From an optimization exercise on the open Yosys and OpenROAD flow, aimed at small area; shortcuts taken in it are not production practice.
The clock port is modelled as an ideal driver; clocking choices that lean on that would not hold on a real chip.
Power figures rest on the tool's default switching activity, not on a simulated workload.

==> module vga_sync, before the edit <==
module vga_sync (
    input clk, rst,
    output reg [9:0] hc,
    output reg [9:0] vc,
    output hsync, vsync,
    output A,             
    output [1:0] q_t,     
    output actC,          
    output sameline,      
    output prevline,      
    output blank          
);
    reg [9:0] hc_n, vc_n;
    integer i;
    reg c, d;
    always @* begin
        c = 1'b1; d = 1'b1;
        for (i = 0; i < 10; i = i + 1) begin
            hc_n[i] = hc[i] ^ c; c = c & hc[i];
            vc_n[i] = vc[i] ^ d; d = d & vc[i];
        end
    end
    wire h_end = (hc == 10'd655);
    always @(posedge clk or posedge rst)
        if (rst) begin hc <= 10'd878; vc <= 10'd989; end
        else begin
            hc <= h_end ? 10'd880 : hc_n;
            if (vc == 10'd489) vc <= 10'd989;
            else if (hc == 10'd653) vc <= vc_n;
        end
    wire h_wrap = (hc == 10'd654) | h_end;    
    assign hsync = ~(((hc >= 10'd878) & (hc <= 10'd973)) | h_wrap);
    assign vsync = ~((vc == 10'd989) | (vc == 10'd990));
    wire v_in  = ~vc[9] & (vc[8:0] <= 9'd480);
    assign A   = (~hc[9] & (hc[8:0] <= 9'd478) | (hc >= 10'd1022)) & v_in;
    assign q_t = {vc[8:0] > 9'd240, ~hc[9] & (hc[8:0] >= 9'd239)};
    wire hneg  = hc[9] & hc[8];
    assign actC     = ~hc[9] & (hc[8:0] <= 9'd480) & v_in;
    assign sameline = ~hneg & ~h_wrap & ~actC & v_in;
    assign prevline = (hneg | h_wrap) & ~vc[9] & (vc[8:0] >= 9'd1) & (vc[8:0] <= 9'd481);
    assign blank    = ~actC & ~sameline & ~prevline;
endmodule
==> module vga, before the edit <==
module vga (input clk, rst,
            input [9:0] hc, vc,
            input A, actC, sameline, prevline, blank,
            input [1:0] q_t,
            input [1:0] g0, g1, g2, gbp,
            input gb,
            input [11:0] rom_data,
            output [3:0] red, green, blue,
            output [17:0] rom_addr);
    reg [1:0] fld;
    always @* case (q_t)
        2'd0: fld = g0; 2'd1: fld = g1; 2'd2: fld = g2; default: fld = g0 ^ g1 ^ g2;
    endcase
    wire blk = gb & (gbp == q_t);
    reg [2:0] sa, sb;
    always @(posedge clk or posedge rst)
        if (rst) begin sa <= 3'b100; sb <= 3'b100; end
        else begin
            if (A) sa <= blk ? 3'b101 : {1'b0, fld};
            sb <= sa;
        end
    function [17:0] add18(input [17:0] a, input [17:0] b, input cin);
        integer i; reg c;
        begin
            c = cin;
            for (i = 0; i < 18; i = i + 1) begin
                add18[i] = a[i] ^ b[i] ^ c;
                c = (a[i] & b[i]) | (c & (a[i] ^ b[i]));
            end
        end
    endfunction
    wire sx = sb[0], sy = sb[1];
    wire qxc = hc[8:0] > 9'd240;
    wire [4:0] kx = (sx & ~qxc) ? 5'd15 : (~sx & qxc) ? 5'd17 : 5'd0;
    wire [4:0] xh = add18({13'd0, hc[8:4]}, {13'd0, kx}, 1'b0);
    wire [8:0] X2 = actC ? {xh, hc[3:0]} : (sx ? 9'd480 : 9'd240);
    wire qy = prevline ? (vc[8:0] > 9'd241) : (vc[8:0] > 9'd240);
    wire [8:0] ky = ((sy & ~qy) ? 9'd240 : (~sy & qy) ? 9'd272 : 9'd0) + {9{prevline}};
    wire [8:0] ya = add18({9'd0, vc[8:0]}, {9'd0, ky}, 1'b0);
    wire [8:0] Y2 = blank ? (sy ? 9'd480 : 9'd240) : ya;
    wire [8:0] X3 = sb[2] ? 9'd0 : X2;
    wire [8:0] Y3 = sb[2] ? (sb[0] ? 9'd480 : 9'd0) : Y2;
    assign rom_addr = add18({Y3, X3}, ~{4'd0, Y3, 5'd0}, 1'b1);
    reg [11:0] rom_q;
    always @(posedge clk) rom_q <= rom_data;
    reg [11:0] rgb;
    always @(posedge clk or posedge rst)
        if (rst) rgb <= 12'd0;
        else rgb <= A ? rom_q : 12'd0;
    assign red   = rgb[11:8];
    assign green = rgb[7:4];
    assign blue  = rgb[3:0];
endmodule
==> module top, before the edit <==
module top (input sys_clk,
            input rst,
            input [4:0] bottom,
            input [5:0] key,
            input random_key,
            input [11:0] rom_data,
            output possi_led,
            output [7:0] DIG,
            output [7:0] Y,
            output [5:0] flow_led,
            output [3:0] red,
            output [3:0] green,
            output [3:0] blue,
            output hsync,
            vsync,
            output [5:0] key_led,
            output rd_led,
            output [17:0] rom_addr);
    assign key_led = key;
    assign rd_led  = random_key;
    wire segtick, ttick, ftick;
    wire [2:0] e;
    clock_div tbase (sys_clk, rst, segtick, e, ttick, ftick);
    wire set_flag;
    wire [3:0] act;
    bottomFlag stF (bottom[0], sys_clk, rst, set_flag);
    bottomFlag a0  (bottom[1], sys_clk, rst, act[0]);
    bottomFlag a1  (bottom[2], sys_clk, rst, act[1]);
    bottomFlag a2  (bottom[3], sys_clk, rst, act[2]);
    bottomFlag a3  (bottom[4], sys_clk, rst, act[3]);
    wire [1:0] gs;
    wire timer_en, win_flag;
    wire [3:0] st1, st10;
    wire [1:0] st100;
    fsm fsm (sys_clk, rst, key[5], win_flag, |act, gs, timer_en, st1, st10, st100);
    wire [1:0] g0, g1, g2, gbp;
    wire gb;
    play pC (sys_clk, rst, gs, act, random_key, set_flag, key[4:0], possi_led,
             g0, g1, g2, gbp, gb, win_flag);
    flowLED fled (sys_clk, rst, win_flag, ftick, flow_led);
    wire [3:0] pre;
    seg_functions sf (sys_clk, rst, timer_en, ttick, gs, e, st1, st10, st100, pre);
    seg_tube st (sys_clk, rst, segtick, e, pre, Y, DIG);
    wire [9:0] hc, vc;
    wire A, actC, sameline, prevline, blank;
    wire [1:0] q_t;
    vga_sync sync (sys_clk, rst, hc, vc, hsync, vsync, A, q_t, actC, sameline, prevline, blank);
    vga vga (sys_clk, rst, hc, vc, A, actC, sameline, prevline, blank, q_t,
             g0, g1, g2, gbp, gb, rom_data, red, green, blue, rom_addr);
endmodule
clock: 12.0 ns
lec_check: 0
abc_area: 1
cap_margin: 20
core_margin: 2
core_utilization: 40
slew_margin: 20
standard.sh (not shown) runs the stock make flow with config.mk's settings and CLKGATE_MAP_FILE= SYNTH_SCRIPT=/design/flow/synth_recipe.tcl, a recipe that flattens the netlist after the stock synthesis.
==> flow/flow/run.sh <==
#!/bin/bash
# Standard ORFS layout (the standard.sh, standard synthesis), with changes
# to how the layout is built only:
#  - port buffers use the smallest buffer cell (buf_1) instead of the default
#  - clock tree built from clkbuf_8 cells, without dummy balancing loads
#  - after CTS, logic cells are downsized where timing, slew and load allow
#    (flow/post_cts.tcl)
# The make output goes to standard_flow.log; ORFS keeps each tool's log under
# orfs/logs/.
set -euo pipefail
here=$(pwd)
export BUFFER_PORTS_ARGS="-buffer_cell sky130_fd_sc_hd__buf_1"
export CTS_ARGS="-sink_clustering_enable -repair_clock_nets -dont_use_dummy_load -buf_list sky130_fd_sc_hd__clkbuf_8 -root_buf sky130_fd_sc_hd__clkbuf_8"
export POST_CTS_TCL="$here/flow/post_cts.tcl"
bash standard.sh finish > standard_flow.log 2>&1
Other scripts of this flow, unchanged in this note and not shown: flow/flow/downsize.tcl, flow/flow/post_cts.tcl
The starting point produced a clean layout.
Then changed:
--- a/flow/design.v
+++ b/flow/design.v
@@ -286,52 +286,50 @@
                     rc[2] ^ (rc[1] & rc[0]), rc[1] ^ rc[0], ~rc[0]};
 endmodule
 module vga_sync (
     input clk, rst,
     output reg [9:0] hc,
-    output reg [9:0] vc,
+    output reg [9:0] vd,
     output hsync, vsync,
     output A,             
     output [1:0] q_t,     
     output actC,          
-    output sameline,      
-    output prevline,      
     output blank          
 );
-    reg [9:0] hc_n, vc_n;
+    reg [9:0] hc_n, vd_n;
     integer i;
     reg c, d;
     always @* begin
         c = 1'b1; d = 1'b1;
         for (i = 0; i < 10; i = i + 1) begin
             hc_n[i] = hc[i] ^ c; c = c & hc[i];
-            vc_n[i] = vc[i] ^ d; d = d & vc[i];
+            vd_n[i] = vd[i] ^ d; d = d & vd[i];
         end
     end
-    wire h_end = (hc == 10'd655);
+    wire h_end   = (hc == 10'd655);
+    wire h_start = &hc;                           
     always @(posedge clk or posedge rst)
-        if (rst) begin hc <= 10'd878; vc <= 10'd989; end
+        if (rst) begin hc <= 10'd878; vd <= 10'd988; end
         else begin
             hc <= h_end ? 10'd880 : hc_n;
-            if (vc == 10'd489) vc <= 10'd989;
-            else if (hc == 10'd653) vc <= vc_n;
+            if (h_start) vd <= (vd == 10'd488) ? 10'd989 : vd_n;
         end
-    wire h_wrap = (hc == 10'd654) | h_end;    
+    wire h_wrap = (hc == 10'd654) | h_end;        
+    wire early  = (hc[9] & hc[8]) | h_wrap;       
     assign hsync = ~(((hc >= 10'd878) & (hc <= 10'd973)) | h_wrap);
-    assign vsync = ~((vc == 10'd989) | (vc == 10'd990));
-    wire v_in  = ~vc[9] & (vc[8:0] <= 9'd480);
-    assign A   = (~hc[9] & (hc[8:0] <= 9'd478) | (hc >= 10'd1022)) & v_in;
-    assign q_t = {vc[8:0] > 9'd240, ~hc[9] & (hc[8:0] >= 9'd239)};
-    wire hneg  = hc[9] & hc[8];
-    assign actC     = ~hc[9] & (hc[8:0] <= 9'd480) & v_in;
-    assign sameline = ~hneg & ~h_wrap & ~actC & v_in;
-    assign prevline = (hneg | h_wrap) & ~vc[9] & (vc[8:0] >= 9'd1) & (vc[8:0] <= 9'd481);
-    assign blank    = ~actC & ~sameline & ~prevline;
+    assign vsync = ~(early ? ((vd == 10'd988) | (vd == 10'd989) | ((vd == 10'd488) & (hc != 10'd654)))
+                           : ((vd == 10'd989) | (vd == 10'd990)));
+    wire vd_in = ~vd[9] & (vd[8:0] <= 9'd480);
+    assign A   = (~hc[9] & (hc[8:0] <= 9'd478) & vd_in) |
+                 ((hc >= 10'd1022) & ((vd == 10'd1023) | (~vd[9] & (vd[8:0] <= 9'd479))));
+    assign q_t = {hc[9] ? (~vd[9] & (vd[8:0] >= 9'd240)) : (vd[8:0] > 9'd240), ~hc[9] & (hc[8:0] >= 9'd239)};
+    assign actC  = ~hc[9] & (hc[8:0] <= 9'd480) & vd_in;
+    assign blank = ~vd_in;
 endmodule
 module vga (input clk, rst,
             input [9:0] hc, vc,
-            input A, actC, sameline, prevline, blank,
+            input A, actC, blank,
             input [1:0] q_t,
             input [1:0] g0, g1, g2, gbp,
             input gb,
             input [11:0] rom_data,
             output [3:0] red, green, blue,
@@ -361,14 +359,14 @@
     wire sx = sb[0], sy = sb[1];
     wire qxc = hc[8:0] > 9'd240;
     wire [4:0] kx = (sx & ~qxc) ? 5'd15 : (~sx & qxc) ? 5'd17 : 5'd0;
     wire [4:0] xh = add18({13'd0, hc[8:4]}, {13'd0, kx}, 1'b0);
     wire [8:0] X2 = actC ? {xh, hc[3:0]} : (sx ? 9'd480 : 9'd240);
-    wire qy = prevline ? (vc[8:0] > 9'd241) : (vc[8:0] > 9'd240);
-    wire [8:0] ky = ((sy & ~qy) ? 9'd240 : (~sy & qy) ? 9'd272 : 9'd0) + {9{prevline}};
-    wire [8:0] ya = add18({9'd0, vc[8:0]}, {9'd0, ky}, 1'b0);
-    wire [8:0] Y2 = blank ? (sy ? 9'd480 : 9'd240) : ya;
+    wire qy = vc[8:0] > 9'd240;
+    wire [4:0] ky = (sy & ~qy) ? 5'd15 : (~sy & qy) ? 5'd17 : 5'd0;
+    wire [4:0] yh = add18({13'd0, vc[8:4]}, {13'd0, ky}, 1'b0);
+    wire [8:0] Y2 = blank ? (sy ? 9'd480 : 9'd240) : {yh, vc[3:0]};
     wire [8:0] X3 = sb[2] ? 9'd0 : X2;
     wire [8:0] Y3 = sb[2] ? (sb[0] ? 9'd480 : 9'd0) : Y2;
     assign rom_addr = add18({Y3, X3}, ~{4'd0, Y3, 5'd0}, 1'b1);
     reg [11:0] rom_q;
     always @(posedge clk) rom_q <= rom_data;
@@ -422,11 +420,11 @@
     flowLED fled (sys_clk, rst, win_flag, ftick, flow_led);
     wire [3:0] pre;
     seg_functions sf (sys_clk, rst, timer_en, ttick, gs, e, st1, st10, st100, pre);
     seg_tube st (sys_clk, rst, segtick, e, pre, Y, DIG);
     wire [9:0] hc, vc;
-    wire A, actC, sameline, prevline, blank;
+    wire A, actC, blank;
     wire [1:0] q_t;
-    vga_sync sync (sys_clk, rst, hc, vc, hsync, vsync, A, q_t, actC, sameline, prevline, blank);
-    vga vga (sys_clk, rst, hc, vc, A, actC, sameline, prevline, blank, q_t,
+    vga_sync sync (sys_clk, rst, hc, vc, hsync, vsync, A, q_t, actC, blank);
+    vga vga (sys_clk, rst, hc, vc, A, actC, blank, q_t,
              g0, g1, g2, gbp, gb, rom_data, red, green, blue, rom_addr);
 endmodule
After rerunning:
- clock skew goes down by 8.0 ps
- die area increases by 0.80%
- sequential power rises by about 1%
- worst setup slack degrades by 180 ps
- register-to-register slack gets better by 200 ps
- combinational power rose by about 3%
- final cell count is higher by 2.6%
No functional check of the RTL was part of any run of this note.

## afterwards: timing with drivers on the ports
Ports are ideal in the flow. The routed layouts listed here were re-timed in OpenROAD. Step 1: set_driving_cell puts a clkbuf_16 on sys_clk and a buf_2 on each other input, an assumption about the parent block. Step 2 moves the port delays by t, midway between the first and last clock arrival at a register: inputs arrive t later, outputs are due t later. That takes back most of the time a late clock gives input paths. Slacks: no drivers / after step 1 / after step 2; pairs: no drivers / after step 1.
run	t (ns)	setup WS [ns]	hold slack, ns	cell pins on the clock port's net
the first run	0.479	2.782 / 2.744 / 3.223	0.363 / 0.363 / 0.363	1
the second run	0.473	2.603 / 2.562 / 3.034	0.366 / 0.366 / 0.366	1
After both steps setup and hold are still met in every run listed.
